Background: an optimization exercise with open tools, aiming at small area. Do not read the settings as production practice.
The RTL was checked by simulation tests, not by an equivalence proof against the original design.
Power and IR drop assume default switching activity.

==> design/flow/design.v <==
`timescale 1ns / 1ps
module metro(
input clk,
input rst,
input sw1,
input sw2,
input sw3,
input sw4,
input sw5,
input sw6,
input swyon1,
input swyon2,
output AB1,
output AB2,
output AB3,
output AB4,
output AB5,
output AB6,
output CD1,
output CD2,
output CD3,
output CD4,
output CD5,
output CD6,
output CD7,
output CD8,
output CD9,
output CD10,
output [6:0] seg,
output [3:0] an
    );
reg [4:0] q;
reg [6:0] h;
wire tick2 = q[4] & ~q[3];
wire tick1 = ~q[4] & q[3] & (h == 7'd50);
always @(posedge clk) begin
    if (rst) begin
        q <= 5'b01111;
        h <= 7'd0;
    end else begin
        q <= {q[3:0], ~q[4]};
        if (tick2) h <= (h[6] & h[5] & h[1] & h[0]) ? 7'd0 : h + 7'd1;
    end
end
wire [1:0] count = h[1:0];
reg [1:0] sc;
reg [2:0] s3;
wire init = s3[2] & s3[0];
always @(posedge clk) begin
    if (rst) begin
        sc <= 2'd0;
        s3 <= 3'd5;
    end else if (tick1) begin
        sc <= sc + 2'd1;
        s3 <= s3[2] ? {2'b00, s3[0]} : s3 + 3'd1;
    end
end
wire step = tick1 & s3[2] & ~s3[0];
reg [1:0] ph;
reg [2:0] sg;
reg [2:0] wt;       
reg yonel;
wire none = ph[1] & ph[0];
wire at = ~ph[1] & ~ph[0];
wire anysw = swyon1 | swyon2;
wire [5:0] r = {sw6, sw5 & anysw, sw4 & anysw, sw3 & anysw, sw2 & anysw, sw1};
wire [5:0] sgd = {sg == 3'd5, sg == 3'd4, sg == 3'd3, sg == 3'd2, sg == 3'd1, sg == 3'd0};
wire [5:0] ab = ({6{at}} & sgd) | ({6{none}} & r);
assign {AB6, AB5, AB4, AB3, AB2, AB1} = ab;
assign {CD9, CD7, CD5, CD3, CD1} = {5{ph == 2'd1}} & sgd[4:0];
assign {CD10, CD8, CD6, CD4, CD2} = {5{ph == 2'd2}} & sgd[4:0];
wire anyab = at | (none & (|r));
reg [2:0] sel;
always @(*) begin
    if (at) sel = sg;
    else if (r[0]) sel = 3'd0;
    else if (r[1]) sel = 3'd1;
    else if (r[2]) sel = 3'd2;
    else if (r[3]) sel = 3'd3;
    else if (r[4]) sel = 3'd4;
    else sel = 3'd5;
end
wire yon = yonel & (sw6 | (~swyon1 & ~sw1));
wire wdone = wt[2] & wt[0];     
always @(posedge clk) begin
    if (rst) begin
        ph <= 2'd3;
        sg <= 3'd0;
        wt <= 3'd0;
        yonel <= 1'b1;
    end else if (step) begin
        if (ph[1] == ph[0]) begin
            if (anyab) begin
                if (wdone) begin
                    wt <= 3'd0;
                    if (sel == 3'd0) begin
                        ph <= 2'd1; sg <= 3'd0; yonel <= 1'b0;
                    end else if (sel == 3'd5) begin
                        ph <= 2'd2; sg <= 3'd4; yonel <= 1'b1;
                    end else if (yon) begin
                        ph <= 2'd2; sg <= sel - 3'd1;
                    end else begin
                        ph <= 2'd1; sg <= sel;
                    end
                end else
                    wt <= wt + 3'd1;
            end
        end else if (ph == 2'd1) begin
            ph <= yon ? 2'd0 : 2'd2;
        end else begin
            if (yon) ph <= 2'd1;
            else begin ph <= 2'd0; sg <= sg + 3'd1; end
        end
    end
end
reg [2:0] pend;
reg [2:0] st;
reg [1:0] rr;
always @(posedge clk) begin
    if (rst) begin
        pend <= 3'd7;
        st <= 3'd7;
        rr <= 2'd0;
    end else begin
        if (tick1) pend <= (init | ~anyab) ? 3'd7 : sel;
        if (tick2 & ~(&pend)) begin
            st <= pend;
            rr <= sc;
        end
    end
end
segmento HH(.st(st), .rr(rr), .c(count), .disp(seg));
reg anf;
always @(posedge clk) begin
    if (rst) anf <= 1'b0;
    else if (tick2) anf <= anyab;
end
assign an = anf ? ~(4'b0001 << count) : 4'b1111;
endmodule
`timescale 1ns / 1ps
module segmento(
input [2:0] st,
input [1:0] rr,
input [1:0] c,
output reg [6:0] disp
    );
always @(*) begin
case ({st, rr, c})
7'd0: disp = 7'b0000111;
7'd1: disp = 7'b0111111;
7'd2: disp = 7'b0101011;
7'd3: disp = 7'b0101011;
7'd4: disp = 7'b0101011;
7'd5: disp = 7'b0000111;
7'd6: disp = 7'b0111111;
7'd7: disp = 7'b0101011;
7'd8: disp = 7'b0101011;
7'd9: disp = 7'b0101011;
7'd10: disp = 7'b0000111;
7'd11: disp = 7'b0111111;
7'd12: disp = 7'b0111111;
7'd13: disp = 7'b0101011;
7'd14: disp = 7'b0101011;
7'd15: disp = 7'b0000111;
7'd16: disp = 7'b0001101;
7'd17: disp = 7'b0111111;
7'd18: disp = 7'b0000011;
7'd19: disp = 7'b0100001;
7'd20: disp = 7'b0100001;
7'd21: disp = 7'b0001101;
7'd22: disp = 7'b0111111;
7'd23: disp = 7'b0000011;
7'd24: disp = 7'b0000011;
7'd25: disp = 7'b0100001;
7'd26: disp = 7'b0001101;
7'd27: disp = 7'b0111111;
7'd28: disp = 7'b0111111;
7'd29: disp = 7'b0000011;
7'd30: disp = 7'b0100001;
7'd31: disp = 7'b0001101;
7'd32: disp = 7'b0010000;
7'd33: disp = 7'b0111111;
7'd34: disp = 7'b1100001;
7'd35: disp = 7'b0001100;
7'd36: disp = 7'b0001100;
7'd37: disp = 7'b0010000;
7'd38: disp = 7'b0111111;
7'd39: disp = 7'b1100001;
7'd40: disp = 7'b1100001;
7'd41: disp = 7'b0001100;
7'd42: disp = 7'b0010000;
7'd43: disp = 7'b0111111;
7'd44: disp = 7'b0111111;
7'd45: disp = 7'b1100001;
7'd46: disp = 7'b0001100;
7'd47: disp = 7'b0010000;
7'd48: disp = 7'b0010010;
7'd49: disp = 7'b0111111;
7'd50: disp = 7'b0111111;
7'd51: disp = 7'b0010010;
7'd52: disp = 7'b0010010;
7'd53: disp = 7'b0010010;
7'd54: disp = 7'b0111111;
7'd55: disp = 7'b0111111;
7'd56: disp = 7'b0111111;
7'd57: disp = 7'b0010010;
7'd58: disp = 7'b0010010;
7'd59: disp = 7'b0111111;
7'd60: disp = 7'b0111111;
7'd61: disp = 7'b0111111;
7'd62: disp = 7'b0010010;
7'd63: disp = 7'b0010010;
7'd64: disp = 7'b0001011;
7'd65: disp = 7'b0000011;
7'd66: disp = 7'b0000110;
7'd67: disp = 7'b1000110;
7'd68: disp = 7'b1000110;
7'd69: disp = 7'b0001011;
7'd70: disp = 7'b0000011;
7'd71: disp = 7'b0000110;
7'd72: disp = 7'b0000110;
7'd73: disp = 7'b1000110;
7'd74: disp = 7'b0001011;
7'd75: disp = 7'b0000011;
7'd76: disp = 7'b0000011;
7'd77: disp = 7'b0000110;
7'd78: disp = 7'b1000110;
7'd79: disp = 7'b0001011;
7'd80: disp = 7'b0001000;
7'd81: disp = 7'b0111111;
7'd82: disp = 7'b0111111;
7'd83: disp = 7'b0000011;
7'd84: disp = 7'b0000011;
7'd85: disp = 7'b0001000;
7'd86: disp = 7'b0111111;
7'd87: disp = 7'b0111111;
7'd88: disp = 7'b0111111;
7'd89: disp = 7'b0000011;
7'd90: disp = 7'b0001000;
7'd91: disp = 7'b0111111;
7'd92: disp = 7'b0111111;
7'd93: disp = 7'b0111111;
7'd94: disp = 7'b0000011;
7'd95: disp = 7'b0001000;
7'd96: disp = 7'b0111111;
7'd97: disp = 7'b0111111;
7'd98: disp = 7'b0111111;
7'd99: disp = 7'b0111111;
7'd100: disp = 7'b0111111;
7'd101: disp = 7'b0111111;
7'd102: disp = 7'b0111111;
7'd103: disp = 7'b0111111;
7'd104: disp = 7'b0111111;
7'd105: disp = 7'b0111111;
7'd106: disp = 7'b0111111;
7'd107: disp = 7'b0111111;
7'd108: disp = 7'b0111111;
7'd109: disp = 7'b0111111;
7'd110: disp = 7'b0111111;
7'd111: disp = 7'b0111111;
7'd112: disp = 7'b0111111;
7'd113: disp = 7'b0111111;
7'd114: disp = 7'b0111111;
7'd115: disp = 7'b0111111;
7'd116: disp = 7'b0111111;
7'd117: disp = 7'b0111111;
7'd118: disp = 7'b0111111;
7'd119: disp = 7'b0111111;
7'd120: disp = 7'b0111111;
7'd121: disp = 7'b0111111;
7'd122: disp = 7'b0111111;
7'd123: disp = 7'b0111111;
7'd124: disp = 7'b0111111;
7'd125: disp = 7'b0111111;
7'd126: disp = 7'b0111111;
7'd127: disp = 7'b0111111;
default: disp = 7'b0000000;
endcase
end
endmodule
==> design/flow/flow/run.sh <==
#!/bin/bash
# Layout flow: the standard ORFS flow, with
#  - synthesis: ORFS's own script (same register names), but without the
#    half/full-adder extraction and with an area-oriented ABC script
#  - port buffers of the smallest buffer cell
#  - a clock tree without dummy loads
# Each tool's full output goes to a log file in the work folder.
set -euo pipefail
W=$(pwd)
F=$W/flow
# synthesis script: the reference script, with abc calls redirected to flow/area.abc
{
  echo 'proc synth {args} { yosys synth -nofsm -noshare {*}$args }'
  cat "$F/abc_wrap.tcl"
  sed -n '2,$p' "$W/synth_recipe.tcl"
} > "$W/own_synth.tcl"
export OWN_ABC_SCRIPT="$F/area.abc"
bash "$W/standard.sh" SYNTH_SCRIPT="$W/own_synth.tcl" ADDER_MAP_FILE= \
  "BUFFER_PORTS_ARGS=-buffer_cell sky130_fd_sc_hd__buf_1" \
  "CTS_ARGS=-sink_clustering_enable -sink_clustering_size 50 -sink_clustering_max_diameter 300 -repair_clock_nets -dont_use_dummy_load -buf_list {sky130_fd_sc_hd__clkbuf_8 sky130_fd_sc_hd__clkbuf_16} -root_buf sky130_fd_sc_hd__clkbuf_8" \
  finish > "$W/own_flow_make.log" 2>&1
==> design/flow/flow/abc_wrap.tcl <==
# Route ORFS's abc call through an area-oriented script: keep the liberty and
# dont_use arguments, drop the speed constraints.
proc abc {args} {
  set keep {}
  for {set i 0} {$i < [llength $args]} {incr i} {
    set a [lindex $args $i]
    if {$a eq "-liberty" || $a eq "-dont_use"} {
      lappend keep $a [lindex $args [expr {$i + 1}]]
      incr i
    } elseif {$a eq "-script" || $a eq "-constr" || $a eq "-D"} {
      incr i
    } else {
      lappend keep $a
    }
  }
  yosys abc -script $::env(OWN_ABC_SCRIPT) {*}$keep
}
==> design/flow/flow/area.abc <==
strash
&get -n
&deepsyn -T 60
&put
dch -f
amap
==> design/flow/standard.sh <==
#!/bin/bash
# synth_recipe.tcl (not shown) runs the flow's synth.tcl, then flattens the netlist and writes it again
# the make line also repeats each setting of config.mk as NAME=value (left out here)
make -C /OpenROAD-flow-scripts/flow DESIGN_CONFIG=/design/flow/config.mk WORK_HOME=/design/flow/orfs CLKGATE_MAP_FILE= SYNTH_SCRIPT=/design/flow/synth_recipe.tcl "${@:-finish}"
==> design/flow/config.mk <==
export PLATFORM = sky130hd
export DESIGN_NAME = metro
export DESIGN_NICKNAME = metro
export VERILOG_FILES = /design/flow/design.v
export SDC_FILE = /design/flow/constraint.sdc
export NUM_CORES = 4
export LEC_CHECK = 0
export ABC_AREA = 1
export CAP_MARGIN = 20
export CORE_MARGIN = 2
export CORE_UTILIZATION = 60
export SLEW_MARGIN = 20
==> design/flow/constraint.sdc <==
create_clock -name core_clock -period 10.0 [get_ports {clk}]
set_input_delay 2.0000 -clock core_clock [delete_from_list [all_inputs] [get_ports {clk}]]
set_output_delay 2.0000 -clock core_clock [all_outputs]
set_load 0.01 [all_outputs]
==> run notes, run 1 <==
Status -> timing/DRC/antenna clean
Final worst-path cycle share -> 0.487
All-Layer GR Usage -> 0.247
VDD IR max -> 0.103 mV
Asr flop ratio synth -> 0
CTS Buf Count -> 5
CP bufs+invs -> 2
Clock transition at path regs -> 0.07 ns
Die Width -> 58.9 um
Synthesized flop and latch total -> 35
Worst-Margin Slew -> 0.693 ns
Register area -> 701 sq um
Commonest non-fill, non-tap cell in the layout -> nor2_1
Vias/cell -> 5.83
WS Path Type -> in -> out
Deepest clock path buffer count -> 2
CTS tree -> yes
Share of cells above drive strength 1 -> 0.0164
PnR Total Power -> 244 uW
PostCTS Resize Cnt -> 0
Final core utilization -> 0.730
Antenna diodes -> 0
Most frequent cells in the layout -> 54 x nor2_1, 38 x clkinv_1, 36 x buf_1, 35 x dfxtp_1
Detailed Route Iter0 Violations -> 156
CORE AREA -> 2810 sq um
Vias in the first global route -> 1599
IO Pins -> 37
Endpoints failing setup -> 0
Fin Setup TNS -> 0 ns
Yosys top cell area share -> 0.388
RSZ-0062 raised after global routing -> no
Die Span Y -> 58.9 um
GP Congestion -> 0.902
Top delay family on crit path -> simple AND/OR/NAND/NOR gates
Hpwl dp -> 3070 um
Gr ovfl total -> 0
R2R setup slack -> 6.42 ns
Vias -> 1952
Post-CTS Setup Repair Bufs -> 0
Number of synthesized flops with an enable pin -> 0
Multi-input gate area -> 962 sq um
Final count of hold timing violations -> 0
Initial antenna violation count -> 0
Starting density of the core -> 0.644
Root Buffer -> clkbuf_8
Cells taking the most area after synthesis -> dfxtp_1 39%, nor2_1 11%, clkinv_1 7.9%, o21ai_0 7.2%, nand2_1 5.4%
Net count, final -> 316
Wire length of the first global-routing pass -> 6680 um
Most used cell, CP -> buf_1
Setup crit end kind -> output port
Die ar. -> 3460 sq um
Critical-path top delay cell -> or3_1
Hold Crit Class -> reg -> reg
Peak Freq -> 205 MHz
Hold buffers post-CTS -> 0
Post-synth net total -> 273
Clock H-tree levels -> 2
CP peak stage delay -> 0.37 ns
Crit path time final -> 4.87 ns
Leak Pwr -> 0.679 nW
Number of distinct library cells after synthesis -> 28
Top_reg_cell synth -> dfxtp_1
Worst-Skew Late Latency -> 0.28 ns
Max-cap viol count -> 0
# DRC -> 0
Final count of pins violating max slew -> 0
Synth Cell Area -> 1810 sq um
Slew headroom -> 0.538
Worst Path Max Fanout -> 4
DRT Pass-1 Iters -> 16
Worst-path cell chain -> buf_1, nor2_1, or3_1, o22ai_1, buf_1
Syn Area/Cell -> 6.86 sq um
Clk sink count -> 35
Cells after Synth -> 263
Final Non-Filler Cells -> 335
Pwr Density -> 119 nW/um^2
Critical Path AT -> 2.87 ns
Register area share after synthesis -> 0.388
Rows -> 19
Min Hold Slack -> 0.387 ns
Routed Antenna Nets -> 0
Largest net degree at the start of global routing -> 17
Aggregate routed wire length -> 3910 um
Routed wire per std cell -> 11.7 um
Fill cell total of the finished layout -> 243
# placed instances -> 330
Critical Path Source Type -> primary input
Synth-to-layout area growth -> 13.4%
Top cell type by total area after synthesis -> dfxtp_1
Worst Skew -> 0.00764 ns
YS warnings -> 2
Required time worst endpoint -> 8.00 ns
Port bufs -> 36
final cells by class:
cell class                      count  area share
Tap cell                           31      0.0189
Sequential cell                    35       0.342
Clock buffer                        5      0.0336
Inverter                           38      0.0696
Multi-Input combinational cell    190       0.470
Timing Repair Buffer               36      0.0660
through the flow:
stage / worst slack [ns] / instance area, sq um
CTS: 5.14 / 2050
floorplan: 5.40 / 1810
global placement: 5.19 / 1980
detailed placement: 5.14 / 1980
global route: 5.06 / 2050
finish: 5.13 / 2050
power breakdown:
part	leakage [nW]	internal, mW	switching [mW]
sequential	0.283	0.140	0.000377
combinational	0.359	0.00509	0.0101
clock	0.0359	0.0448	0.0437
total	0.679	0.190	0.0542
worst paths after layout:
kind	startpoint	endpoint	cells after the start
setup / recovery	swyon1	AB5	5
hold / removal	q[4]$_SDFF_PP0_	q[0]$_SDFF_PP1_	1
setup reg to reg	h[4]$_SDFFE_PP0P_	sg[0]$_SDFFE_PP0P_	11
hold reg to reg	q[4]$_SDFF_PP0_	q[0]$_SDFF_PP1_	1
sequential cells by signal (all words and copies together) (netlist names), 2 cells and up:
| name | count |
|---|---|
| ph | 2 |
| pend | 3 |
| q | 5 |
| h | 7 |
| sc | 2 |
| st | 3 |
| sg | 3 |
| rr | 2 |
| s3 | 3 |
| wt | 3 |
cell usage after synthesis, drive strengths merged, types with 2 or more instances:
library cell,count
a21oi,12
nand3,12
o22ai,12
o31ai,2
nor2b,2
o21a,2
dfxtp,35
or2,5
o22a,6
o21bai,2
nor3,8
or3,3
o21ai,26
nand2,26
clkinv,38
nor2,54
a211oi,7
cells by family after synthesis:
kind of cell    Yosys count  share of synthesized area
compound gates           75                      0.258
buf+inv                  38                     0.0790
flops                    35                      0.388
simple gates            115                      0.275
per-layer routing:
layer,global-route usage,vias up,share of wire
met2,0.395,69,0.46
met4,0.0714,0,0.010
met1,0.335,876,0.46
met3,0.0527,6,0.066
met5,0,-,0
li1,-,1001,-
==> inputs of run 2 (changes only) <==
--- a/design/flow/flow/run.sh
+++ b/design/flow/flow/run.sh
@@ -17,5 +17,5 @@
 export OWN_ABC_SCRIPT="$F/area.abc"
 bash "$W/standard.sh" SYNTH_SCRIPT="$W/own_synth.tcl" ADDER_MAP_FILE= \
   "BUFFER_PORTS_ARGS=-buffer_cell sky130_fd_sc_hd__buf_1" \
-  "CTS_ARGS=-sink_clustering_enable -sink_clustering_size 50 -sink_clustering_max_diameter 300 -repair_clock_nets -dont_use_dummy_load -buf_list {sky130_fd_sc_hd__clkbuf_8 sky130_fd_sc_hd__clkbuf_16} -root_buf sky130_fd_sc_hd__clkbuf_8" \
+  "CTS_ARGS=-sink_clustering_enable -repair_clock_nets -dont_use_dummy_load -buf_list {sky130_fd_sc_hd__clkbuf_4 sky130_fd_sc_hd__clkbuf_8}" \
   finish > "$W/own_flow_make.log" 2>&1
==> design/flow/flow/area.abc (replaced) <==
strash
&get -n
&deepsyn -T 60
&put
dch -f
map -a
==> run 2 against run 1 <==
Non-clock buffer count stayed put. Die area is 2.8% higher. Clock power is 26% lower. First-iteration DRC count is 34% lower. Global-route usage is 0.19 points higher. Final area is 1.3% higher. Hold slack better by 0.030 ns. Sequential share of layout area is 0.43 points lower. Synthesized cell count is 9.9% higher. Area after synthesis is 3.0% higher. Wire length is 1.4% higher. Combinational power is 11% higher.
==> run notes, run 2 <==
Status -> timing/DRC/antenna clean
Required time worst endpoint -> 8.00 ns
Detailed Route Iter0 Violations -> 103
Pwr Density -> 108 nW/um^2
CTS tree -> yes
Die Span Y -> 59.7 um
Gr ovfl total -> 0
Largest net degree at the start of global routing -> 16
Vias -> 1958
Antenna diodes -> 0
Slew headroom -> 0.575
Final count of pins violating max slew -> 0
Synth Cell Area -> 1860 sq um
Post-DP Area -> 2040 sq um
Commonest non-fill, non-tap cell in the layout -> nor2_1
Hold buffers post-CTS -> 0
Syn Area/Cell -> 6.44 sq um
Cells taking the most area after synthesis -> dfxtp_1 38%, nor2_1 12%, clkinv_1 12%, a21oi_1 6.7%, nand2_1 6.3%
RSZ-0062 raised after global routing -> no
IO Pins -> 37
Crit path time final -> 4.74 ns
Rows -> 20
Worst-Margin Slew -> 0.632 ns
Vias/cell -> 5.39
CORE AREA -> 3000 sq um
Asr flop ratio synth -> 0
Post-CTS Setup Repair Bufs -> 0
Top_reg_cell synth -> dfxtp_1
Wire length of the first global-routing pass -> 6700 um
Root Buffer -> clkbuf_4
Max-cap viol count -> 0
Largest Register -> h
Synthesized flop and latch total -> 35
Worst Skew -> 0.0218 ns
Clock H-tree levels -> 2
Clk sink count -> 35
Leak Pwr -> 0.719 nW
Routed Antenna Nets -> 0
Min Hold Slack -> 0.418 ns
# DRC -> 0
Most frequent cells in the layout -> 59 x nor2_1, 58 x clkinv_1, 36 x buf_1, 35 x dfxtp_1, 31 x nand2_1
Net count, final -> 342
Port bufs -> 36
WS Path Type -> in -> out
Final worst-path cycle share -> 0.474
Die Width -> 59.7 um
Vias in the first global route -> 1602
Cells after Synth -> 289
VDD IR max -> 0.112 mV
Routed wire per std cell -> 10.9 um
Share of cells above drive strength 1 -> 0.0303
Aggregate routed wire length -> 3970 um
Number of distinct library cells after synthesis -> 21
CTS Buf Count -> 5
Dpl ws -> 5.26 ns
PostCTS Resize Cnt -> 0
Top cell type by total area after synthesis -> dfxtp_1
Setup crit end kind -> output port
All-Layer GR Usage -> 0.249
Peak Freq -> 211 MHz
Clock transition at path regs -> 0.11 ns
Worst-Skew Late Latency -> 0.35 ns
Die ar. -> 3560 sq um
Hold Crit Class -> reg -> reg
Number of synthesized flops with an enable pin -> 0
GP Congestion -> 0.861
Hpwl dp -> 3090 um
Critical Path AT -> 2.74 ns
Fin area -> 2070 sq um
Post-layout worst setup margin -> 5.26 ns
Synth-to-layout area growth -> 11.5%
DRT Pass-1 Iters -> 4
YS warnings -> 2
Yosys top cell area share -> 0.377
Largest regs -> h: 7 flops, q: 5 flops
Endpoints failing setup -> 0
Deepest clock path buffer count -> 2
Most common library cells after synthesis -> 59 x nor2_1, 58 x clkinv_1, 35 x dfxtp_1, 31 x nand2_1, 25 x a21oi_1
Max reg flops -> 7
Initial antenna violation count -> 0
Worst Path Max Fanout -> 4
Count leader, synth -> nor2_1
Final count of hold timing violations -> 0
Register area share after synthesis -> 0.377
Critical Path Source Type -> primary input
Post-synth net total -> 299
Fin Setup TNS -> 0 ns
Starting density of the core -> 0.620
[run 2: final timing paths]
path	from	slack (ns)	endpoint	depth (start not counted)
worst max-delay path	swyon1	5.26	AB5	4
worst min register to register	q[2]$_SDFF_PP1_	0.42	q[3]$_SDFF_PP1_	1
worst max register to register	h[4]$_SDFFE_PP0P_	6.96	sg[0]$_SDFFE_PP0P_	14
worst min-delay path	q[2]$_SDFF_PP1_	0.42	q[3]$_SDFF_PP1_	1
[run 2: power by group]
group | leakage [nW] | total [mW] | switching, mW | internal [mW]
clock | 0.0230 | 0.0657 | 0.0423 | 0.0234
sequential | 0.283 | 0.141 | 0.000435 | 0.140
combinational | 0.413 | 0.0168 | 0.0110 | 0.00573
total | 0.719 | 0.223 | 0.0537 | 0.169
[run 2: cell type report]
type,instances,area [sq um]
clock buffers,5,37.5
inverters,58,218
repair buffers,36,135
flip-flops and latches,35,701
fillers,295,928
well taps,33,41.3
multi-input cells,196,942
[run 2: metal layers]
| layer | share of wire | track usage | vias to the layer above |
|---|---|---|---|
| li1 | - | - | 1047 |
| met1 | 0.50 | 0.328 | 859 |
| met2 | 0.44 | 0.388 | 44 |
| met3 | 0.043 | 0.0714 | 8 |
| met4 | 0.016 | 0.0857 | 0 |
| met5 | 0 | 0 | - |
[run 2: cells by family after synthesis]
family / Yosys count / synth area share
simple gates: 120 / 0.268
compound gates: 74 / 0.229
buf+inv: 58 / 0.117
flops: 35 / 0.377
xor+xnor: 2 / 0.00942
[run 2: worst max-delay path, stage by stage]
cell and delay, ns:
buf_1 0.10, o21ai_0 0.37, o22ai_1 0.13, buf_1 0.14
[run 2: stage by stage]
step	power, mW	util	instances
floorplan	0.155	-	289
global placement	0.160	0.678	358
detailed placement	0.160	0.678	358
CTS	0.226	0.691	363
global route	0.233	0.691	363
finish	0.223	0.691	363

-- re-timing with driven ports --
No port has a modelled driver above. Below, the same layouts with a new extraction and two added sets of constraints. Step 1, drivers: a clkbuf_16 drives clk and a buf_2 each remaining input, both assumed. Step 2 adds t to the input delays and takes it off the output delays; t is the mean of the earliest and latest rising clock arrival at the registers after step 1. Input paths then give back, and output paths get back, about the clock's delay inside the block. a / b / c = no drivers / after step 1 / after step 2; a / b = the first two.
| run | shift t [ns] | slack for setup (ns) | latest minus earliest clock arrival (ns) | worst register clock-pin slew, ns | cell pins on the clock port's net |
|---|---|---|---|---|---|
| run 1 | 0.301 | 5.129 / 5.106 / 5.106 | 0.008 / 0.007 | 0.07 / 0.07 | 1 |
| run 2 | 0.361 | 5.261 / 5.242 / 5.242 | 0.022 / 0.022 | 0.11 / 0.11 | 1 |
After both steps every run listed still meets setup and hold. For run 1, which loses most, drivers alone change the setup slack by -0.023 ns; drivers and shift together by -0.023 ns.
